What follows belongs to an exercise in optimizing a design on an open flow for small area, a short achievable clock period and few clock cycles per item; a production flow would make more cautious choices. Only simulation tests tie the RTL to the original design; equivalence was not proved.

==> flow/design.v <==
module reliability_LUT(
    input   [6:0]   K,
    output  [127:0] fz,
    output  [31:0]  r0_4,
    output  [15:0]  r0_8,
    output  [7:0]   r0_16,
    output  [3:0]   r0_32,
    output  [1:0]   r0_64,
    output  [15:0]  r1_8,
    output  [7:0]   r1_16,
    output  [3:0]   r1_32
);
    wire [128:1] lt;
    genvar c;
    generate for (c = 1; c <= 128; c = c + 1) begin: g_lt
        assign lt[c] = ({1'b0, K} < c);
    end endgenerate
    assign fz[0] = lt[128];
    assign fz[1] = lt[127];
    assign fz[2] = lt[126];
    assign fz[3] = lt[124];
    assign fz[4] = lt[120];
    assign fz[5] = lt[112];
    assign fz[6] = lt[96];
    assign fz[7] = lt[125];
    assign fz[8] = lt[123];
    assign fz[9] = lt[64];
    assign fz[10] = lt[119];
    assign fz[11] = lt[122];
    assign fz[12] = lt[111];
    assign fz[13] = lt[118];
    assign fz[14] = lt[110];
    assign fz[15] = lt[116];
    assign fz[16] = lt[95];
    assign fz[17] = lt[63];
    assign fz[18] = lt[108];
    assign fz[19] = lt[94];
    assign fz[20] = lt[104];
    assign fz[21] = lt[92];
    assign fz[22] = lt[121];
    assign fz[23] = lt[62];
    assign fz[24] = lt[117];
    assign fz[25] = lt[88];
    assign fz[26] = lt[60];
    assign fz[27] = lt[109];
    assign fz[28] = lt[115];
    assign fz[29] = lt[80];
    assign fz[30] = lt[114];
    assign fz[31] = lt[56];
    assign fz[32] = lt[107];
    assign fz[33] = lt[93];
    assign fz[34] = lt[102];
    assign fz[35] = lt[48];
    assign fz[36] = lt[91];
    assign fz[37] = lt[103];
    assign fz[38] = lt[106];
    assign fz[39] = lt[90];
    assign fz[40] = lt[32];
    assign fz[41] = lt[61];
    assign fz[42] = lt[87];
    assign fz[43] = lt[100];
    assign fz[44] = lt[59];
    assign fz[45] = lt[86];
    assign fz[46] = lt[79];
    assign fz[47] = lt[54];
    assign fz[48] = lt[58];
    assign fz[49] = lt[84];
    assign fz[50] = lt[47];
    assign fz[51] = lt[78];
    assign fz[52] = lt[55];
    assign fz[53] = lt[113];
    assign fz[54] = lt[76];
    assign fz[55] = lt[105];
    assign fz[56] = lt[52];
    assign fz[57] = lt[46];
    assign fz[58] = lt[72];
    assign fz[59] = lt[101];
    assign fz[60] = lt[31];
    assign fz[61] = lt[89];
    assign fz[62] = lt[44];
    assign fz[63] = lt[99];
    assign fz[64] = lt[85];
    assign fz[65] = lt[30];
    assign fz[66] = lt[40];
    assign fz[67] = lt[98];
    assign fz[68] = lt[57];
    assign fz[69] = lt[83];
    assign fz[70] = lt[28];
    assign fz[71] = lt[77];
    assign fz[72] = lt[82];
    assign fz[73] = lt[53];
    assign fz[74] = lt[24];
    assign fz[75] = lt[75];
    assign fz[76] = lt[51];
    assign fz[77] = lt[74];
    assign fz[78] = lt[45];
    assign fz[79] = lt[71];
    assign fz[80] = lt[16];
    assign fz[81] = lt[50];
    assign fz[82] = lt[43];
    assign fz[83] = lt[70];
    assign fz[84] = lt[29];
    assign fz[85] = lt[42];
    assign fz[86] = lt[68];
    assign fz[87] = lt[39];
    assign fz[88] = lt[27];
    assign fz[89] = lt[97];
    assign fz[90] = lt[38];
    assign fz[91] = lt[26];
    assign fz[92] = lt[23];
    assign fz[93] = lt[36];
    assign fz[94] = lt[81];
    assign fz[95] = lt[22];
    assign fz[96] = lt[73];
    assign fz[97] = lt[15];
    assign fz[98] = lt[49];
    assign fz[99] = lt[20];
    assign fz[100] = lt[69];
    assign fz[101] = lt[14];
    assign fz[102] = lt[41];
    assign fz[103] = lt[12];
    assign fz[104] = lt[67];
    assign fz[105] = lt[37];
    assign fz[106] = lt[8];
    assign fz[107] = lt[66];
    assign fz[108] = lt[25];
    assign fz[109] = lt[35];
    assign fz[110] = lt[21];
    assign fz[111] = lt[34];
    assign fz[112] = lt[19];
    assign fz[113] = lt[13];
    assign fz[114] = lt[18];
    assign fz[115] = lt[11];
    assign fz[116] = lt[10];
    assign fz[117] = lt[7];
    assign fz[118] = lt[6];
    assign fz[119] = lt[65];
    assign fz[120] = lt[4];
    assign fz[121] = lt[33];
    assign fz[122] = lt[17];
    assign fz[123] = lt[9];
    assign fz[124] = lt[5];
    assign fz[125] = lt[3];
    assign fz[126] = lt[2];
    assign fz[127] = lt[1];
    assign r0_4[0] = lt[124];
    assign r0_4[1] = lt[96];
    assign r0_4[2] = lt[64];
    assign r0_4[3] = lt[110];
    assign r0_4[4] = lt[63];
    assign r0_4[5] = lt[62];
    assign r0_4[6] = lt[60];
    assign r0_4[7] = lt[56];
    assign r0_4[8] = lt[48];
    assign r0_4[9] = lt[90];
    assign r0_4[10] = lt[32];
    assign r0_4[11] = lt[54];
    assign r0_4[12] = lt[47];
    assign r0_4[13] = lt[55];
    assign r0_4[14] = lt[46];
    assign r0_4[15] = lt[31];
    assign r0_4[16] = lt[30];
    assign r0_4[17] = lt[28];
    assign r0_4[18] = lt[24];
    assign r0_4[19] = lt[45];
    assign r0_4[20] = lt[16];
    assign r0_4[21] = lt[29];
    assign r0_4[22] = lt[26];
    assign r0_4[23] = lt[22];
    assign r0_4[24] = lt[15];
    assign r0_4[25] = lt[12];
    assign r0_4[26] = lt[8];
    assign r0_4[27] = lt[21];
    assign r0_4[28] = lt[11];
    assign r0_4[29] = lt[6];
    assign r0_4[30] = lt[4];
    assign r0_4[31] = lt[1];
    assign r0_8[0] = lt[96];
    assign r0_8[1] = lt[64];
    assign r0_8[2] = lt[62];
    assign r0_8[3] = lt[56];
    assign r0_8[4] = lt[48];
    assign r0_8[5] = lt[32];
    assign r0_8[6] = lt[47];
    assign r0_8[7] = lt[31];
    assign r0_8[8] = lt[28];
    assign r0_8[9] = lt[24];
    assign r0_8[10] = lt[16];
    assign r0_8[11] = lt[22];
    assign r0_8[12] = lt[12];
    assign r0_8[13] = lt[8];
    assign r0_8[14] = lt[6];
    assign r0_8[15] = lt[1];
    assign r0_16[0] = lt[64];
    assign r0_16[1] = lt[56];
    assign r0_16[2] = lt[32];
    assign r0_16[3] = lt[31];
    assign r0_16[4] = lt[24];
    assign r0_16[5] = lt[16];
    assign r0_16[6] = lt[8];
    assign r0_16[7] = lt[1];
    assign r0_32[0] = lt[56];
    assign r0_32[1] = lt[31];
    assign r0_32[2] = lt[16];
    assign r0_32[3] = lt[1];
    assign r0_64[0] = lt[31];
    assign r0_64[1] = lt[1];
    assign r1_8[0] = ~lt[128];
    assign r1_8[1] = ~lt[123];
    assign r1_8[2] = ~lt[121];
    assign r1_8[3] = ~lt[117];
    assign r1_8[4] = ~lt[107];
    assign r1_8[5] = ~lt[100];
    assign r1_8[6] = ~lt[113];
    assign r1_8[7] = ~lt[101];
    assign r1_8[8] = ~lt[98];
    assign r1_8[9] = ~lt[82];
    assign r1_8[10] = ~lt[70];
    assign r1_8[11] = ~lt[97];
    assign r1_8[12] = ~lt[73];
    assign r1_8[13] = ~lt[67];
    assign r1_8[14] = ~lt[65];
    assign r1_8[15] = ~lt[33];
    assign r1_16[0] = ~lt[128];
    assign r1_16[1] = ~lt[121];
    assign r1_16[2] = ~lt[107];
    assign r1_16[3] = ~lt[113];
    assign r1_16[4] = ~lt[98];
    assign r1_16[5] = ~lt[97];
    assign r1_16[6] = ~lt[73];
    assign r1_16[7] = ~lt[65];
    assign r1_32[0] = ~lt[128];
    assign r1_32[1] = ~lt[113];
    assign r1_32[2] = ~lt[98];
    assign r1_32[3] = ~lt[73];
endmodule
module pe #(parameter W = 14) (
    input  signed [W-1:0] a,
    input  signed [W-1:0] b,
    input                 g,       
    input                 u,
    input                 na,      
    input                 nb,      
    output signed [W:0]   z,
    output                nz,      
    output                sS,      
    output                sD,      
    output                nzo,     
    output                zS,      
    output                zD       
);
    wire signed [W:0] S = a + b;
    wire signed [W:0] D = b - a;
    wire sa = a[W-1];
    wire sb = b[W-1];
    wire sel = (sa == sb) ? (D[W] ^ ~sa) : (S[W] ^ sa);
    wire signed [W:0] ax = a;
    wire signed [W:0] bx = b;
    wire sp = u ^ na ^ nb;
    assign z  = g ? (sp ? D : S) : (sel ? ax : bx);
    assign nz = g ? nb : ((sel ? sb : sa) ^ na ^ nb);
    assign sS = S[W];
    assign sD = D[W];
    wire [W:0] ax1 = ax, bx1 = bx;
    wire sz = ((ax1 ^ bx1) == {(ax1[W-1:0] | bx1[W-1:0]), 1'b0});
    wire dz = (a == b);
    assign nzo = g ? ~(sp ? dz : sz) : (|a & |b);
    assign zS = sz;
    assign zD = dz;
endmodule
module polar_decoder (
    input           clk,
    input           rst_n,
    input           module_en,
    output          proc_done,
    output  [ 10:0] raddr,
    input   [191:0] rdata,
    output  [  5:0] waddr,
    output  [139:0] wdata
);
    integer i, j;
    genvar gi;
    localparam ST_IDLE = 3'd0, ST_P1 = 3'd1, ST_PZ = 3'd2, ST_TOP = 3'd3,
               ST_TREE = 3'd4, ST_CWZ = 3'd5, ST_KF = 3'd6, ST_DONE = 3'd7;
    reg [2:0]  st;
    reg [6:0]  K, Kn, P;
    reg        knv, kf2, pcap;
    reg [5:0]  p;
    reg [10:0] cwbase;       
    reg [1:0]  q;
    reg [3:0]  ts;
    reg [2:0]  lv;
    reg [2:0]  pos;
    reg        actg;
    reg [1:0]  lstep;
    reg [1:0]  blr, ul;
    reg [10:0] raddr_r;
    reg [5:0]  waddr_r;
    reg        wd_clr, cwd1, dn1;
    reg [5:0]  p_d;
    reg        done;
    reg [126:0] wd;
    reg [6:0]  dec_idx;
    assign raddr = raddr_r;
    assign waddr = waddr_r;
    assign wdata = {13'd0, wd};
    assign proc_done = done;
    reg [191:0] hold;
    reg signed [13:0] B5 [0:31];
    reg signed [14:0] B4 [0:15];
    reg signed [15:0] B3 [0:7];
    reg signed [16:0] B2 [0:3];
    reg [3:0] nz2r;
    reg [31:0] F5;
    reg [15:0] F4;
    reg [7:0]  F3;
    reg [3:0]  F2;
    reg [3:0]  PS4;
    reg [7:0]  PS8;
    reg [15:0] PS16;
    reg [31:0] PS32;
    reg [63:0] PS64;
    reg        pv, pvo, pr1;
    reg [2:0]  pfs;
    reg [1:0]  pchunk;
    reg [3:0]  praw;
    reg [3:0]  pfz, pcomb, pmask;
    reg [4:0]  pw;
    wire [3:0]  PS4e;
    wire [7:0]  PS8e;
    wire [15:0] PS16e;
    wire [63:0] PS64e;
    wire [127:0] fz;
    wire [31:0]  r0_4;
    wire [15:0]  r0_8, r1_8;
    wire [7:0]   r0_16;
    wire [3:0]   r0_32;
    wire [1:0]   r0_64;
    wire [7:0]   r1_16;
    wire [3:0]   r1_32;
    reliability_LUT lut (.K(K), .fz(fz), .r0_4(r0_4), .r0_8(r0_8), .r0_16(r0_16),
                         .r0_32(r0_32), .r0_64(r0_64), .r1_8(r1_8), .r1_16(r1_16), .r1_32(r1_32));
    wire [6:0] Kx = (st == ST_KF) ? rdata[16:10] : Kn;
    wire [127:0] fzx_unused;
    wire [31:0]  r0x_4;
    wire [15:0]  r0x_8, r1x_8;
    wire [7:0]   r0x_16;
    wire [3:0]   r0x_32;
    wire [1:0]   r0x_64;
    wire [7:0]   r1x_16;
    wire [3:0]   r1x_32;
    reliability_LUT lutx (.K(Kx), .fz(fzx_unused), .r0_4(r0x_4), .r0_8(r0x_8), .r0_16(r0x_16),
                          .r0_32(r0x_32), .r0_64(r0x_64), .r1_8(r1x_8), .r1_16(r1x_16), .r1_32(r1x_32));
    wire [1:0] firstq_x = !r0x_32[0] ? 2'd0 : !r0x_32[1] ? 2'd1 : !r0x_32[2] ? 2'd2 : 2'd3;
    wire       zero_x   = (Kx == 7'd0);
    wire [1:0] firstq   = !r0_32[0] ? 2'd0 : !r0_32[1] ? 2'd1 : !r0_32[2] ? 2'd2 : 2'd3;
    reg [31:0] s_fz;
    reg [7:0]  s_r0_4;
    reg [3:0]  s_r0_8, s_r1_8;
    reg [1:0]  s_r0_16, s_r1_16;
    reg        s_r1_32;
    always @(posedge clk) begin
        if (st == ST_TOP && ts == 4'd2) begin
            s_fz    <= fz[{q, 5'd0} +: 32];
            s_r0_4  <= r0_4[{q, 3'd0} +: 8];
            s_r0_8  <= r0_8[{q, 2'd0} +: 4];
            s_r1_8  <= r1_8[{q, 2'd0} +: 4];
            s_r0_16 <= r0_16[{q, 1'd0} +: 2];
            s_r1_16 <= r1_16[{q, 1'd0} +: 2];
            s_r1_32 <= r1_32[q];
        end
    end
    reg  [3:0] fzq;                     
    wire in_top  = (st == ST_TOP);
    wire in_tree = (st == ST_TREE);
    reg m_topa, m_topb, m_l5, m_l4, m_l3, m_l2;
    reg s_b5lo, s_b4lo;        
    reg we5a, we5b, we4;
    reg r0left;
    always @* begin
        case (lv)
        3'd5: r0left = s_r0_16[0];
        3'd4: r0left = s_r0_8[{pos[2], 1'b0}];
        default: r0left = s_r0_4[{pos[2:1], 1'b0}];
        endcase
    end
    wire tree_g = actg | r0left;              
    wire tree_u_en = actg & ~r0left;
    reg [1:0] topk;
    always @* begin
        case (ts)
        4'd2: topk = 2'd2;
        4'd4: topk = 2'd0;
        4'd6: topk = 2'd3;
        default: topk = 2'd1;
        endcase
    end
    wire signed [18:0] pz [0:15];
    wire ps_S [0:15];
    wire ps_D [0:15];
    wire [15:0] pnz, ps_zS, ps_zD, pzf;
    generate for (gi = 0; gi < 16; gi = gi + 1) begin: g_pe
        localparam W = (gi < 6) ? 17 : (gi < 8) ? 15 : 14;
        localparam LX = (gi == 0) ? 0 : (gi == 1) ? 1 : (gi == 2) ? 0 : (gi == 3) ? 0 : 2;
        localparam LY = (gi == 0) ? 2 : (gi == 1) ? 3 : (gi == 2) ? 1 : (gi == 3) ? 3 : (gi == 4) ? 1 : 3;
        localparam [3:0] GI = gi;
        reg signed [W-1:0] a, b;
        reg gg, uu;
        wire signed [W-1:0] h2 = $signed(hold[12*gi +: 12]);
        wire signed [W-1:0] h1 = $signed(rdata[12*gi +: 12]);
        wire [W-1:0] b5hi = B5[16 + gi];
        wire [W-1:0] b5lo = B5[gi];
        wire [W-1:0] b4lo = B4[gi];
        reg af, bf;
        wire tg = m_topa ? q[1] : m_topb ? q[0] : (tree_g & ~m_l2);
        wire tu = (m_topa & q[1] & ~r0_64[0] & PS64e[{topk, GI}]) |
                  (m_topb & q[0] & ~r0_32[{q[1], 1'b0}] & PS32[{ts[3], GI}]) |
                  (tree_u_en & ((m_l5 & PS16e[gi]) | (m_l4 & PS8e[gi & 7]) | (m_l3 & PS4e[gi & 3])));
        if (gi >= 8) begin: c5
            always @* begin
                af = (s_b4lo & F4[gi]) | (m_l5 & F5[16 + gi]);
                bf = s_b5lo & F5[gi];
                a = ({W{m_topa}} & h2) | ({W{m_topb}} & b4lo) | ({W{m_l5}} & b5hi);
                b = ({W{m_topa}} & h1) | ({W{s_b5lo}} & b5lo);
            end
        end else if (gi >= 6) begin: c4
            wire [W-1:0] b4hi = B4[8 + gi];
            always @* begin
                af = (s_b4lo & F4[gi]) | (m_l5 & F5[16 + gi]);
                bf = (s_b5lo & F5[gi]) | (m_l4 & F4[8 + gi]);
                a = ({W{m_topa}} & h2) | ({W{s_b4lo}} & b4lo) | ({W{m_l5}} & b5hi);
                b = ({W{m_topa}} & h1) | ({W{s_b5lo}} & b5lo) | ({W{m_l4}} & b4hi);
            end
        end else if (gi >= 4) begin: c4l
            wire [W-1:0] b4hi = B4[8 + gi];
            wire [W-1:0] b2lo = B2[LX];
            wire [W-1:0] b2hi = B2[LY];
            always @* begin
                af = (s_b4lo & F4[gi]) | (m_l5 & F5[16 + gi]) | (m_l2 & F2[LX]);
                bf = (s_b5lo & F5[gi]) | (m_l4 & F4[8 + gi]) | (m_l2 & F2[LY]);
                a = ({W{m_topa}} & h2) | ({W{s_b4lo}} & b4lo) | ({W{m_l5}} & b5hi) | ({W{m_l2}} & b2lo);
                b = ({W{m_topa}} & h1) | ({W{s_b5lo}} & b5lo) | ({W{m_l4}} & b4hi) | ({W{m_l2}} & b2hi);
            end
        end else if (gi >= 2) begin: c3
            wire [W-1:0] b4hi = B4[8 + gi];
            wire [W-1:0] b3lo = B3[gi];
            wire [W-1:0] b3hi = B3[4 + gi];
            wire [W-1:0] b2lo = B2[LX];
            wire [W-1:0] b2hi = B2[LY];
            always @* begin
                af = (s_b4lo & F4[gi]) | (m_l5 & F5[16 + gi]) | (m_l3 & F3[gi]) | (m_l2 & F2[LX]);
                bf = (s_b5lo & F5[gi]) | (m_l4 & F4[8 + gi]) | (m_l3 & F3[4 + gi]) | (m_l2 & F2[LY]);
                a = ({W{m_topa}} & h2) | ({W{s_b4lo}} & b4lo) | ({W{m_l5}} & b5hi) | ({W{m_l3}} & b3lo) | ({W{m_l2}} & b2lo);
                b = ({W{m_topa}} & h1) | ({W{s_b5lo}} & b5lo) | ({W{m_l4}} & b4hi) | ({W{m_l3}} & b3hi) | ({W{m_l2}} & b2hi);
            end
        end else begin: c2
            wire [W-1:0] b4hi = B4[8 + gi];
            wire [W-1:0] b3lo = B3[gi];
            wire [W-1:0] b3hi = B3[4 + gi];
            wire [W-1:0] b2lo = B2[LX];
            wire [W-1:0] b2hi = B2[LY];
            always @* begin
                af = (s_b4lo & F4[gi]) | (m_l5 & F5[16 + gi]) | (m_l3 & F3[gi]) | (m_l2 & F2[LX]);
                bf = (s_b5lo & F5[gi]) | (m_l4 & F4[8 + gi]) | (m_l3 & F3[4 + gi]) | (m_l2 & F2[LY]);
                a = ({W{m_topa}} & h2) | ({W{s_b4lo}} & b4lo) | ({W{m_l5}} & b5hi) | ({W{m_l3}} & b3lo) | ({W{m_l2}} & b2lo);
                b = ({W{m_topa}} & h1) | ({W{s_b5lo}} & b5lo) | ({W{m_l4}} & b4hi) | ({W{m_l3}} & b3hi) | ({W{m_l2}} & b2hi);
            end
        end
        always @* begin
            gg = tg; uu = tu;
        end
        wire signed [W:0] z;
        pe #(.W(W)) u_pe (.a(a), .b(b), .g(gg), .u(uu), .na(af), .nb(bf), .z(z), .nz(pzf[gi]), .sS(ps_S[gi]), .sD(ps_D[gi]), .nzo(pnz[gi]), .zS(ps_zS[gi]), .zD(ps_zD[gi]));
        assign pz[gi] = z;
    end endgenerate
    wire [3:0] sgn2, es2, nz2;
    generate for (gi = 0; gi < 4; gi = gi + 1) begin: g_l2
        assign sgn2[gi] = B2[gi][16];
        assign es2[gi]  = B2[gi][16] ^ F2[gi];
        assign nz2[gi]  = nz2r[gi];
    end endgenerate
    wire caseL = fzq[0] & ~fzq[1];
    wire caseR = fzq[2] & ~fzq[3];
    function gtf(input sx, input sy, input sS, input sD, input zS, input zD);
        gtf = (!sx && !sy) ? sD : (sx && sy) ? (!sD && !zD) : (!sx && sy) ? (!sS && !zS) : sS;
    endfunction
    function ltf(input sx, input sy, input sS, input sD, input zS, input zD);
        ltf = (!sx && !sy) ? (!sD && !zD) : (sx && sy) ? sD : (!sx && sy) ? sS : (!sS && !zS);
    endfunction
    function srf(input bl, input fx, input fy, input sS, input sD, input zS, input zD);
        srf = ((bl ^ fx ^ fy) ? (sD & ~zD) : (sS & ~zS)) ^ (fy & ~((bl ^ fx ^ fy) ? zD : zS));
    endfunction
    wire gt01 = gtf(sgn2[0], sgn2[1], ps_S[2], ps_D[2], ps_zS[2], ps_zD[2]);
    wire gt10 = ltf(sgn2[0], sgn2[1], ps_S[2], ps_D[2], ps_zS[2], ps_zD[2]);
    wire gt03 = gtf(sgn2[0], sgn2[3], ps_S[3], ps_D[3], ps_zS[3], ps_zD[3]);
    wire gt30 = ltf(sgn2[0], sgn2[3], ps_S[3], ps_D[3], ps_zS[3], ps_zD[3]);
    wire gt21 = gtf(sgn2[2], sgn2[1], ps_S[4], ps_D[4], ps_zS[4], ps_zD[4]);
    wire gt12 = ltf(sgn2[2], sgn2[1], ps_S[4], ps_D[4], ps_zS[4], ps_zD[4]);
    wire gt23 = gtf(sgn2[2], sgn2[3], ps_S[5], ps_D[5], ps_zS[5], ps_zD[5]);
    wire gt32 = ltf(sgn2[2], sgn2[3], ps_S[5], ps_D[5], ps_zS[5], ps_zD[5]);
    wire G01 = (gt01 | gt03) & (gt21 | gt23);
    wire G10 = (gt10 | gt12) & (gt30 | gt32);
    wire sl0 = (es2[0] ^ es2[2]) & nz2[0] & nz2[2];
    wire sl1 = (es2[1] ^ es2[3]) & nz2[1] & nz2[3];
    wire lu0 = ~fzq[0] & (sl0 ^ sl1);
    wire sumL = (sl0 & sl1) | (sl0 & ~sl1 & G01) | (~sl0 & sl1 & G10);
    wire lu1 = ~fzq[1] & (fzq[0] ? sumL : sl1);
    wire lbl0 = lu0 ^ lu1;
    wire lbl1 = lu1;
    wire lu1x = ~fzq[0] & ~fzq[1] & sl1;
    wire bl0x = lu0 ^ lu1x;
    wire sr0_0 = srf(1'b0, F2[0], F2[2], ps_S[0], ps_D[0], ps_zS[0], ps_zD[0]);
    wire sr0_1 = srf(1'b1, F2[0], F2[2], ps_S[0], ps_D[0], ps_zS[0], ps_zD[0]);
    wire sr1_0 = srf(1'b0, F2[1], F2[3], ps_S[1], ps_D[1], ps_zS[1], ps_zD[1]);
    wire sr1_1 = srf(1'b1, F2[1], F2[3], ps_S[1], ps_D[1], ps_zS[1], ps_zD[1]);
    wire sr0 = bl0x ? sr0_1 : sr0_0;
    wire sr1 = lu1x ? sr1_1 : sr1_0;
    wire sr1L = sumL ? sr1_1 : sr1_0;
    wire lu2 = ~fzq[2] & (caseL ? (sumL ? (sr0_1 ^ sr1_1) : (sr0_0 ^ sr1_0)) : (sr0 ^ sr1));
    wire n0 = ((lstep == 2'd2) ? blr[0] : bl0x) ^ F2[0];
    wire n1 = ((lstep == 2'd2) ? blr[1] : lu1x) ^ F2[1];
    wire n2 = F2[2];
    wire n3 = F2[3];
    wire [18:0] x0 = {{2{B2[0][16]}}, B2[0]} ^ {19{n0}};
    wire [18:0] x1 = {{2{B2[1][16]}}, B2[1]} ^ {19{n1}};
    wire [18:0] x2 = {{2{B2[2][16]}}, B2[2]} ^ {19{n2}};
    wire [18:0] x3 = {{2{B2[3][16]}}, B2[3]} ^ {19{n3}};
    wire [18:0] k23  = {17'd0, n2 & n3, n2 ^ n3};
    wire [18:0] cs1s = x2 ^ x3 ^ k23;
    wire [18:0] cs1c = {(x2[17:0] & x3[17:0]) | (x2[17:0] & k23[17:0]) | (x3[17:0] & k23[17:0]), n0};
    wire [18:0] cs2s = cs1s ^ cs1c ^ x0;
    wire [18:0] cs2c = {(cs1s[17:0] & cs1c[17:0]) | (cs1s[17:0] & x0[17:0]) | (cs1c[17:0] & x0[17:0]), n1};
    wire [18:0] cs3s = cs2s ^ cs2c ^ x1;
    wire [18:0] cs3c = {(cs2s[17:0] & cs2c[17:0]) | (cs2s[17:0] & x1[17:0]) | (cs2c[17:0] & x1[17:0]), 1'b0};
    wire [18:0] sum4 = cs3s + cs3c;
    wire lu3 = ~fzq[3] & (fzq[2] ? sum4[18] : (caseL ? sr1L : sr1));
    wire [7:0] sgn3;
    wire nozero3;
    reg  [7:0] nz3;
    generate for (gi = 0; gi < 8; gi = gi + 1) begin: g_l3
        assign sgn3[gi] = B3[gi][15] ^ F3[gi];
        always @* nz3[gi] = |B3[gi];
    end endgenerate
    assign nozero3 = &nz3;
    wire [15:0] sgn4;
    wire [31:0] sgn5;
    reg  [15:0] nz4;
    reg  [31:0] nz5;
    generate for (gi = 0; gi < 16; gi = gi + 1) begin: g_l4
        assign sgn4[gi] = B4[gi][14] ^ F4[gi];
        always @* nz4[gi] = |B4[gi];
    end endgenerate
    generate for (gi = 0; gi < 32; gi = gi + 1) begin: g_l5
        assign sgn5[gi] = B5[(gi + 16) % 32][13] ^ F5[(gi + 16) % 32];
        always @* nz5[gi] = |B5[gi];
    end endgenerate
    wire r1ok3 = m_l3 & ~actg & s_r1_8[pos[2:1]] & nozero3;
    wire r1ok4 = m_l4 & ~actg & s_r1_16[pos[2]] & (&nz4);
    wire r1ok5 = m_l5 & ~actg & s_r1_32 & (&nz5);
    wire r1ok = r1ok3 | r1ok4 | r1ok5;
    wire r1last = (lv != 3'd5) | (lstep == 2'd1);
    wire [3:0] moreq = {1'b0, ~r0_32[3], ~(r0_32[3] & r0_32[2]), ~(r0_32[3] & r0_32[2] & r0_32[1])};
    wire [10:0] nxb = cwbase + 11'd33;      
    wire        nbn = ~moreq[q];              
    reg [2:0]  st_n;
    reg [6:0]  K_n, Kn_n, P_n;
    reg        knv_n, kf2_n, pcap_n;
    reg [5:0]  p_n;
    reg [10:0] cwbase_n;
    reg [1:0]  rsel;          
    reg        rabs;
    reg [5:0]  roff;
    reg [1:0]  q_n;
    reg [3:0]  ts_n;
    reg [2:0]  lv_n, pos_n;
    reg        actg_n;
    reg [1:0]  lstep_n, blr_n, ul_n;
    reg        wd_clr_n, done_n, cwd1_n, dn1_n;
    reg        fin;           
    reg [2:0]  fs;            
    reg [3:0]  leafu;         
    reg        oute;          
    reg        sym;               
    reg        alt, alt_n;        
    reg [3:0]  ccomb, cmask;  
    reg [4:0]  cw;            
    reg        cw_done;
    reg        go;
    reg [2:0]  k;
    always @* begin
        st_n = st; K_n = K; Kn_n = Kn; P_n = P; knv_n = knv; kf2_n = 1'b0; pcap_n = 1'b0;
        p_n = p; cwbase_n = cwbase; rsel = 2'd0; rabs = 1'b0; roff = 6'd0; q_n = q; ts_n = ts;
        lv_n = lv; pos_n = pos; actg_n = actg; lstep_n = lstep; blr_n = blr; ul_n = ul;
        alt_n = ~alt;
        wd_clr_n = cwd1; cwd1_n = 1'b0; dn1_n = dn1; done_n = 1'b0;
        fin = 1'b0; fs = 3'd2; leafu = 4'd0;
        oute = 1'b0; ccomb = 0; cmask = 0; cw = 0;
        cw_done = 1'b0; go = 1'b0; sym = 1'b0;
        case (st)
        ST_IDLE: begin
            rsel = 2'd1; rabs = 1'b1;
            if (module_en && !done) begin
                K_n = rdata[16:10];
                p_n = 6'd0;
                cwbase_n = 11'd2;
                knv_n = 1'b0;
                wd_clr_n = 1'b1;
                rsel = 2'd1; rabs = 1'b0;
                st_n = ST_P1;
            end
        end
        ST_P1: begin
            if (K == 7'd0) begin
                st_n = ST_PZ;
            end else begin
                st_n = ST_TOP; ts_n = 4'd0; q_n = firstq;
                begin rsel = 2'd2; roff = 6'd2; end
                pcap_n = 1'b1;
            end
        end
        ST_PZ: begin
            P_n = rdata[6:0];
            st_n = ST_CWZ;
        end
        ST_CWZ: begin
            cw_done = 1'b1;
        end
        ST_KF: begin
            if (kf2) begin
                K_n = rdata[16:10];
                if (zero_x) st_n = ST_CWZ;
                else begin
                    st_n = ST_TOP; ts_n = 4'd0; q_n = firstq_x;
                    begin rsel = 2'd2; roff = 6'd2; end
                end
            end else kf2_n = 1'b1;
        end
        ST_TOP: begin
            if (pcap) P_n = rdata[6:0];
            ts_n = ts + 4'd1;
            case (ts)
            4'd0: begin rsel = 2'd2; roff = 6'd6; end
            4'd1: begin rsel = 2'd2; roff = 6'd0; end
            4'd2: begin rsel = 2'd2; roff = 6'd4; end
            4'd3: begin rsel = 2'd2; roff = 6'd3; end
            4'd4: begin rsel = 2'd2; roff = 6'd7; end
            4'd5: begin rsel = 2'd2; roff = 6'd1; end
            4'd6: begin rsel = 2'd2; roff = 6'd5; end
            4'd7: begin rsel = 2'd2; roff = 6'd32; end     
            default: ;
            endcase
            if (ts == 4'd9) begin
                Kn_n = rdata[16:10];
                knv_n = 1'b1;
            end
            if (ts == 4'd9) begin
                rsel = {1'b1, nbn}; roff = 6'd2; alt_n = 1'b0;
                st_n = ST_TREE; lv_n = 3'd5; pos_n = 3'd0; actg_n = 1'b0; lstep_n = 2'd0;
            end
        end
        ST_TREE: begin
            rsel = {1'b1, nbn}; roff = alt ? 6'd2 : 6'd6;
            if (lv == 3'd2) begin
                case (lstep)
                2'd0: begin
                    if (caseL && caseR) begin
                        ul_n = {lu1, lu0};
                        blr_n = {lbl1, lbl0};
                        lstep_n = 2'd2;
                    end else begin
                        fin = 1'b1; fs = 3'd2;
                        leafu = {lu3, lu2, lu1, lu0};
                    end
                end
                default: begin
                    fin = 1'b1; fs = 3'd2;
                    leafu = {lu3, 1'b0, ul[1], ul[0]};
                end
                endcase
            end else if (r1ok) begin
                oute = 1'b1;
                if (r1last) begin
                    fin = 1'b1; fs = lv;
                end else begin
                    lstep_n = lstep + 2'd1;
                end
            end else begin
                lv_n = lv - 3'd1;
                actg_n = 1'b0;
                lstep_n = 2'd0;
                if (tree_g) begin
                    case (lv)
                    3'd5: pos_n = pos + 3'd4;
                    3'd4: pos_n = pos + 3'd2;
                    default: pos_n = pos + 3'd1;
                    endcase
                end
            end
        end
        ST_DONE: begin
            dn1_n = 1'b1;
            if (dn1) begin
                done_n = 1'b1;
                st_n = ST_IDLE;
                dn1_n = 1'b0;
            end
            rsel = 2'd1; rabs = 1'b1;
        end
        default: st_n = ST_IDLE;
        endcase
        if (fin) begin
            lstep_n = 2'd0;
        end
        if (fin && fs == 3'd2) oute = 1'b1;
        cmask = {~r0_32[{q[1], 1'b0}], ~s_r0_16[0], ~s_r0_8[{pos[2], 1'b0}], ~s_r0_4[{pos[2:1], 1'b0}]};
        go = fin & (fs == 3'd2);
        if (go) begin
            if (pos[0]) begin
                ccomb[0] = 1'b1;
            end else if (!s_r0_4[{pos[2:1], 1'b1}]) begin
                cw[0] = 1'b1; go = 1'b0;
                lv_n = 3'd3; pos_n = {pos[2:1], 1'b0}; actg_n = 1'b1;
            end
        end
        go = go | (fin & (fs == 3'd3));
        if (go) begin
            if (pos[1]) begin
                ccomb[1] = 1'b1;
            end else if (!s_r0_8[{pos[2], 1'b1}]) begin
                cw[1] = 1'b1; go = 1'b0;
                lv_n = 3'd4; pos_n = {pos[2], 2'b00}; actg_n = 1'b1;
            end
        end
        go = go | (fin & (fs == 3'd4));
        if (go) begin
            if (pos[2]) begin
                ccomb[2] = 1'b1;
            end else if (!s_r0_16[1]) begin
                cw[2] = 1'b1; go = 1'b0;
                lv_n = 3'd5; pos_n = 3'd0; actg_n = 1'b1;
            end
        end
        go = go | (fin & (fs == 3'd5));
        if (go) begin
            if (q[0]) begin
                ccomb[3] = 1'b1;
            end else if (!r0_32[{q[1], 1'b1}]) begin
                cw[3] = 1'b1; go = 1'b0;
                sym = ~q[1] | r0_64[0];
                st_n = ST_TOP; ts_n = (alt | sym) ? 4'd2 : 4'd1; q_n = {q[1], 1'b1};
                begin rsel = 2'd2; roff = (alt | sym) ? 6'd0 : 6'd6; end
            end
        end
        if (go) begin
            if (!q[1] && !r0_64[1]) begin
                cw[4] = 1'b1; go = 1'b0;
                sym = r0_64[0];
                st_n = ST_TOP; ts_n = (alt | sym) ? 4'd2 : 4'd1; q_n = r0_32[2] ? 2'd3 : 2'd2;
                begin rsel = 2'd2; roff = (alt | sym) ? 6'd0 : 6'd6; end
            end else begin
                cw_done = 1'b1;
            end
        end
        if (cw_done) begin
            if (p == P - 7'd1) begin
                st_n = ST_DONE;
            end else begin
                p_n = p + 6'd1;
                cwbase_n = nxb;
                cwd1_n = 1'b1;
                knv_n = 1'b0;
                if (knv) begin
                    K_n = Kn;
                    if (zero_x) st_n = ST_CWZ;
                    else begin
                        sym = 1'b1;
                        st_n = ST_TOP; ts_n = (st == ST_TREE) ? ((alt | sym) ? 4'd2 : 4'd1) : 4'd0; q_n = firstq_x;
                        begin rsel = 2'd3; roff = (st == ST_TREE) ? ((alt | sym) ? 6'd0 : 6'd6) : 6'd2; end
                    end
                end else begin
                    st_n = ST_KF;
                    begin rsel = 2'd2; roff = 6'd32; end
                end
            end
        end
    end
    wire [10:0] raddr_n = (rsel == 2'd0) ? raddr_r : (rsel == 2'd1) ? {10'd0, rabs} :
                          ((rsel[0] ? nxb : cwbase) + {5'd0, roff});
    wire [3:0] fzq_n = s_fz[{pos_n, 2'b00} +: 4];
    always @(posedge clk or negedge rst_n) begin
        if (!rst_n) begin
            alt <= 1'b0; fzq <= 4'd0;
            st <= ST_IDLE; K <= 0; Kn <= 0; P <= 0; knv <= 0; kf2 <= 0; pcap <= 0;
            p <= 0; cwbase <= 0; raddr_r <= 11'd1; q <= 0; ts <= 0;
            lv <= 0; pos <= 0; actg <= 0; lstep <= 0; blr <= 0; ul <= 0;
            wd_clr <= 0; done <= 0; waddr_r <= 0; cwd1 <= 0; dn1 <= 0; p_d <= 0;
            pv <= 0; pvo <= 0;
        end else begin
            st <= st_n; K <= K_n; Kn <= Kn_n; P <= P_n; knv <= knv_n; kf2 <= kf2_n; pcap <= pcap_n;
            p <= p_n; cwbase <= cwbase_n; raddr_r <= raddr_n; q <= q_n; ts <= ts_n;
            lv <= lv_n; pos <= pos_n; actg <= actg_n; lstep <= lstep_n; blr <= blr_n; ul <= ul_n;
            wd_clr <= wd_clr_n; done <= done_n; cwd1 <= cwd1_n; dn1 <= dn1_n;
            p_d <= p; waddr_r <= p_d; alt <= alt_n; fzq <= fzq_n;
            pv <= fin; pvo <= oute;
        end
    end
    wire tn = (st_n == ST_TOP);
    wire rn = (st_n == ST_TREE);
    always @(posedge clk) begin
        begin
            m_topa <= tn & ((ts_n == 4'd2) | (ts_n == 4'd4) | (ts_n == 4'd6) | (ts_n == 4'd8));
            m_topb <= tn & ((ts_n == 4'd5) | (ts_n == 4'd9));
            s_b5lo <= (tn & ((ts_n == 4'd5) | (ts_n == 4'd9))) | (rn & (lv_n == 3'd5));
            s_b4lo <= (tn & ((ts_n == 4'd5) | (ts_n == 4'd9))) | (rn & (lv_n == 3'd4));
            m_l5   <= rn & (lv_n == 3'd5);
            m_l4   <= rn & (lv_n == 3'd4);
            m_l3   <= rn & (lv_n == 3'd3);
            m_l2   <= rn & (lv_n == 3'd2);
            we5a   <= tn & ((ts_n == 4'd2) | (ts_n == 4'd6) | (ts_n == 4'd9));
            we5b   <= tn & (ts_n == 4'd5);
            we4    <= (tn & ((ts_n == 4'd4) | (ts_n == 4'd8))) | (rn & (lv_n == 3'd5));
        end
    end
    always @(posedge clk) begin
        pfs <= lv; pr1 <= (lv != 3'd2); pchunk <= lstep;
        praw <= leafu; pfz <= fzq;
        pcomb <= ccomb; pmask <= cmask; pw <= cw & {5{fin}};
    end
    wire        pwv = pv;
    reg  [15:0] X;
    always @* begin
        case (pfs)
        3'd3: X = {8'd0, sgn3};
        3'd4: X = {sgn4[15:8], sgn4[7:0] ^ sgn4[15:8]};
        default: X = pchunk[0] ? {sgn5[31:24], sgn5[23:16] ^ sgn5[31:24]} :
                                 {sgn5[15:8] ^ sgn5[31:24], sgn5[7:0] ^ sgn5[15:8] ^ sgn5[23:16] ^ sgn5[31:24]};
        endcase
    end
    reg  [15:0] pbt;
    reg  [15:0] poutc;
    reg  [4:0]  poutn;
    reg  [2:0]  kk;
    always @* begin
        pbt = X;
        for (i = 0; i < 16; i = i + 1) if ((i & 1) == 0) pbt[i] = pbt[i] ^ pbt[i+1];
        for (i = 0; i < 16; i = i + 1) if ((i & 2) == 0) pbt[i] = pbt[i] ^ pbt[i+2];
        for (i = 0; i < 16; i = i + 1) if ((i & 4) == 0) pbt[i] = pbt[i] ^ pbt[i+4];
        poutc = 16'd0;
        if (pr1) begin
            poutc = pbt;
            poutn = (pfs == 3'd3) ? 5'd8 : 5'd16;
        end else begin
            kk = 3'd0;
            for (i = 0; i < 4; i = i + 1) begin
                if (!pfz[i]) begin
                    poutc[kk] = praw[i];
                    kk = kk + 3'd1;
                end
            end
            poutn = {2'd0, kk};
        end
    end
    wire [3:0]  pb4  = {praw[3], praw[2] ^ praw[3], praw[1] ^ praw[3], praw[0] ^ praw[1] ^ praw[2] ^ praw[3]};
    wire [7:0]  pb8  = (pfs == 3'd3) ? sgn3 : pcomb[0] ? {pb4, (PS4 & {4{pmask[0]}}) ^ pb4} : {4'd0, pb4};
    wire [15:0] pb16 = (pfs == 3'd4) ? sgn4 : pcomb[1] ? {pb8, (PS8 & {8{pmask[1]}}) ^ pb8} : {8'd0, pb8};
    wire [31:0] pb32 = (pfs == 3'd5) ? sgn5 : pcomb[2] ? {pb16, (PS16 & {16{pmask[2]}}) ^ pb16} : {16'd0, pb16};
    wire [63:0] pb64 = pcomb[3] ? {pb32, (PS32 & {32{pmask[3]}}) ^ pb32} : {32'd0, pb32};
    wire w4  = pwv & pw[0];
    wire w8  = pwv & pw[1];
    wire w16 = pwv & pw[2];
    wire w32 = pwv & pw[3];
    wire w64 = pwv & pw[4];
    assign PS4e  = w4  ? pb4  : PS4;
    assign PS8e  = w8  ? pb8  : PS8;
    assign PS16e = w16 ? pb16 : PS16;
    assign PS64e = w64 ? pb64 : PS64;
    wire [23:0] win = {8'd0, poutc} << dec_idx[2:0];
    wire [15:0] blk = 16'd1 << dec_idx[6:3];
    reg  [126:0] wd_n;
    always @* begin
        for (i = 0; i < 127; i = i + 1) begin
            wd_n[i] = wd[i] | (blk[i / 8] & win[i % 8]);
            if (i >= 8)  wd_n[i] = wd_n[i] | (blk[i / 8 - 1] & win[8 + i % 8]);
            if (i >= 16) wd_n[i] = wd_n[i] | (blk[i / 8 - 2] & win[16 + i % 8]);
        end
    end
    always @(posedge clk) begin
        if (wd_clr) begin
            wd <= 0;
            dec_idx <= 0;
        end else if (pvo) begin
            wd <= wd_n;
            dec_idx <= dec_idx + poutn;
        end
    end
    always @(posedge clk) begin
        hold  <= rdata;
        if (w4)  PS4  <= pb4;
        if (w8)  PS8  <= pb8;
        if (w16) PS16 <= pb16;
        if (w32) PS32 <= pb32;
        if (w64) PS64 <= pb64;
        for (i = 0; i < 16; i = i + 1) begin
            if (we5a) begin B5[i] <= pz[i][13:0]; F5[i] <= pzf[i]; end
            if (we5b) begin B5[16+i] <= pz[i][13:0]; F5[16+i] <= pzf[i]; end
            if (we4)  begin B4[i] <= pz[i][14:0]; F4[i] <= pzf[i]; end
        end
        for (i = 0; i < 8; i = i + 1)
            if (m_l4) begin B3[i] <= pz[i][15:0]; F3[i] <= pzf[i]; end
        for (i = 0; i < 4; i = i + 1)
            if (m_l3) begin
                B2[i] <= pz[i][16:0];
                F2[i] <= pzf[i];
                nz2r[i] <= pnz[i];
            end
    end
endmodule
==> flow/flow/run.sh <==
#!/bin/bash
set -euo pipefail
export SETUP_SLACK_MARGIN=6.5
bash standard.sh > standard.log 2>&1
==> flow/standard.sh <==
#!/bin/bash
# synth_recipe.tcl (not shown) runs the flow's synth.tcl, then flattens the netlist and writes it again
# the make line also repeats each setting of config.mk as NAME=value (left out here)
make -C /OpenROAD-flow-scripts/flow DESIGN_CONFIG=/design/flow/config.mk WORK_HOME=/design/flow/orfs CLKGATE_MAP_FILE= SYNTH_SCRIPT=/design/flow/synth_recipe.tcl "${@:-finish}"
==> flow/config.mk <==
export PLATFORM = sky130hd
export DESIGN_NAME = polar_decoder
export DESIGN_NICKNAME = polar_decoder
export VERILOG_FILES = /design/flow/design.v
export SDC_FILE = /design/flow/constraint.sdc
export NUM_CORES = 8
export LEC_CHECK = 0
export CAP_MARGIN = 20
export CORE_MARGIN = 2
export CORE_UTILIZATION = 40
export CTS_CLUSTER_DIAMETER = 100
export CTS_CLUSTER_SIZE = 20
export SLEW_MARGIN = 20
==> flow/constraint.sdc <==
create_clock -name core_clock -period 12.0 [get_ports {clk}]
set_input_delay 2.4000 -clock core_clock [delete_from_list [all_inputs] [get_ports {clk}]]
set_output_delay 2.4000 -clock core_clock [all_outputs]
set_load 0.01 [all_outputs]
==> out/summary.txt <==
Run status -> finished clean
CTS tree -> yes
CP max FO -> 14
Residual DRC -> 0
Initial antenna violation count -> 46
Final worst slack -> 6030 ps
Synth Area in XOR/XNOR -> 5.51%
Reg area -> 0.0425 sq mm
Fin Setup TNS -> 0 ps
Mapped Cells -> 10800
RD Place Congestion -> 1.05
Clock Root Buffer -> clkbuf_16
Ys flop type -> edfxtp_1
First DRT Iteration DRCs -> 13400
Worst-path clk slew -> 90 ps
Crit Path Class -> reg -> reg
Mapped Avg Cell Area -> 9.46 sq um
Drt via density -> 6.35
Initial Util -> 40.3%
DR vias -> 93500
CTS Buf Count -> 100
First-pass GRT wire length -> 638 mm
Reg-to-Reg Start -> praw[3]
Fillers -> 23600
Synth Area in Adders -> 9.56%
Hold buffer count at CTS -> 0
Height of the chip -> 510 um
Clk latency of the worst-skew pair -> 840 ps
Number of placement rows -> 185
GR Overflow Total -> 0
Pre-CTS setup slack -> 4350 ps
Area leader, netlist -> edfxtp_1
WL/cell -> 31.2 um
Top cell type's share of synthesized area -> 30.2%
Layout Nets -> 12200
DP HPWL -> 336 mm
Post-synth ARST share -> 6.08%
Fmax achieved -> 0.168 GHz
EDFF count, synth -> 1029
Combinational family with the most area after synthesis -> compound AO/OA/AOI/OAI gates
Critical Path AT -> 6470 ps
Num Clock Sinks -> 1580
Mux contribution to synthesized area -> 4.69%
Seq/Total Area, Yosys -> 41.4%
Area occupied by multi-input gates -> 0.0604 sq mm
Largest net degree at the start of global routing -> 130
Yosys cell types -> 105
Crit path from -> praw[3]
PortBufs -> 339
Tot GR Track Use -> 33.7%
Hold Crit Start -> p_d[1]
Crit. End Element -> flop
Die W -> 510 um
Synth Area in Compound Gates -> 19.3%
Worst slew pin tran -> 1410 ps
Minimum clock period -> 5970 ps
Antenna-violating nets left -> 0
Final Skew -> 51.7 ps
Layout cells sized above 1 -> 16.1%
Final hold vios -> 0
H-tree depth reported by CTS -> 3
Req. time, crit path -> 12500 ps
Setup Viol. Count Final -> 0
Number of global-route vias before repair -> 87300
Post-synthesis simple-gate area fraction -> 14.4%
CP Launch Type -> flop
IO Pins -> 353
Max-cap viol count -> 0
Synth area leaders -> edfxtp_1, dfxtp_1, ha_1
Core Area -> 0.254 sq mm
Detailed-route wire length -> 459 mm
Die Area -> 0.260 sq mm
Unrepaired setup endpoints after global routing -> yes
Detailed Routing Iterations Pass 1 -> 9
Max clock buf depth -> 3
Period utilization -> 49.7%
Syn. warnings -> 9
Slew Limit Fails -> 0
Max transition margin -> 6.11%
Netlist Area Pre-Place -> 0.102 sq mm
Hold Crit Class -> reg -> reg
#FFs+latches synth -> 1580
Area growth from synthesis to final layout -> 19.3%
[worst paths after layout]
kind	depth (start not counted)	to	slack [ps]
max in group asynchronous	2	pvo	9130
setup / recovery	13	B5[16][13]	6030
setup reg to reg	13	B5[16][13]	6030
min in group asynchronous	1	K[0]	1510
hold reg to reg	0	waddr_r[1]	350
hold / removal	0	waddr_r[1]	350
[cell usage after synthesis, types with 158 or more instances]
cell type / instances
a21oi_1: 711
a222oi_1: 175
a22oi_1: 268
clkbuf_1: 513
dfxtp_1: 455
edfxtp_1: 1029
ha_1: 657
inv_1: 736
mux2i_1: 351
nand2_1: 1016
nand3_1: 260
nand4_1: 158
nor2_1: 854
nor3_1: 214
nor4_1: 247
o21ai_0: 447
xnor2_1: 368
xor2_1: 252
[routing by layer]
metal | global-route usage (%) | wire length [um]
met4 | 19.0 | 30800
met2 | 50.4 | 197000
met1 | 44.5 | 181000
met5 | 0 | 132
met3 | 8.13 | 51000
[critical path: stages, from the launching register on]
cell	delay (ps)
dfxtp_1	920
xnor2_2	210
xnor3_2	490
a21oi_4	320
a211oi_1	130
o21ai_0	730
o311ai_0	550
mux2i_1	220
a41oi_1	190
o41a_1	530
nand2_1	600
mux2i_1	260
xnor2_1	290
o21ai_1	190
[cell families after synthesis]
family                   count (synthesis)
AO/OA/AOI/OAI                         2863
buffers and inverters                 1369
AND/OR/NAND/NOR                       3172
XOR/XNOR                               630
flip-flops                            1580
multiplexers                           452
adder cells (fa/ha/maj)                744
other                                    1
[placed cells by master (no fill, tap or decap), drive strengths merged, types with 175 or more instances in the layout]
master         count
ha               657
nor4             247
a22oi            268
a222oi           175
clkdlybuf4s50    240
xor2             253
buf              603
nor3             215
o21ai            454
nand2           1016
a21oi            712
inv              754
edfxtp          1029
nand3            260
nor2             855
mux2i            351
clkbuf           181
dfxtp            455
xnor2            378
[stage by stage]
step / instances / hold slack (ps) / area (sq um) / util, %
floorplan: 10800 / 331 / 104000 / -
detailed placement: 14100 / 336 / 110000 / 43.4
global placement: 14100 / 336 / 110000 / 43.4
global route: 14700 / 376 / 122000 / 48.0
CTS: 14500 / 356 / 119000 / 46.7
finish: 14700 / 355 / 122000 / 48.0
[area by class of cell]
cell class                 instances  area share [%]
sequential                      1580            34.8
tap                             3366            3.45
antenna                           25          0.0513
clock inverter                    30           0.336
inverter                         737            2.27
timing repair buffer             939            7.31
clock buffer                     154            2.28
multi-input combinational       7884            49.5
[registers in the layout (all words and copies together), names as in the netlist, 32 cells and up]
signal,flops
B2,68
B3,128
B4,240
B5,448
F5,32
PS32,32
PS64,64
hold,192
s_fz,32
wd,127
[what timing repair did]
action	in CTS	in global routing
gates cloned	18	6
gates resized for setup	629	544
endpoints found under the setup margin	976	980
buffers inserted	269	140
pin swaps	222	288
Testbench counts, summed over its fixed seeds: cycles 59,397, packets 864.

-- port drivers added, routing unchanged --
In the flow no input, the clock included, has a driving cell. The finished layout below was timed again as built, in two steps. Step 1 sets driving cells, clkbuf_16 on the clock port and buf_2 on the other inputs (assumed; they add their load-dependent delay and slew). Step 2, shift: input delay + t, output delay - t, t = (earliest + latest rising clock arrival at the registers) / 2. This alone moves slack from input paths to output paths. Slacks: no drivers / after step 1 / after step 2; pairs: no drivers / after step 1.
t, ns: 0.926
slack for setup (ns): 6.032 / 6.032 / 5.393
worst hold slack (ns): 0.355 / 0.355 / 0.355
slew at the worst register clock pin (ns): 0.10 / 0.10
cell pins on the clock port's net: 1
After both steps setup and hold are still met in this run. For this run, drivers alone change the setup slack by 0.000 ns; drivers and shift together by -0.639 ns.
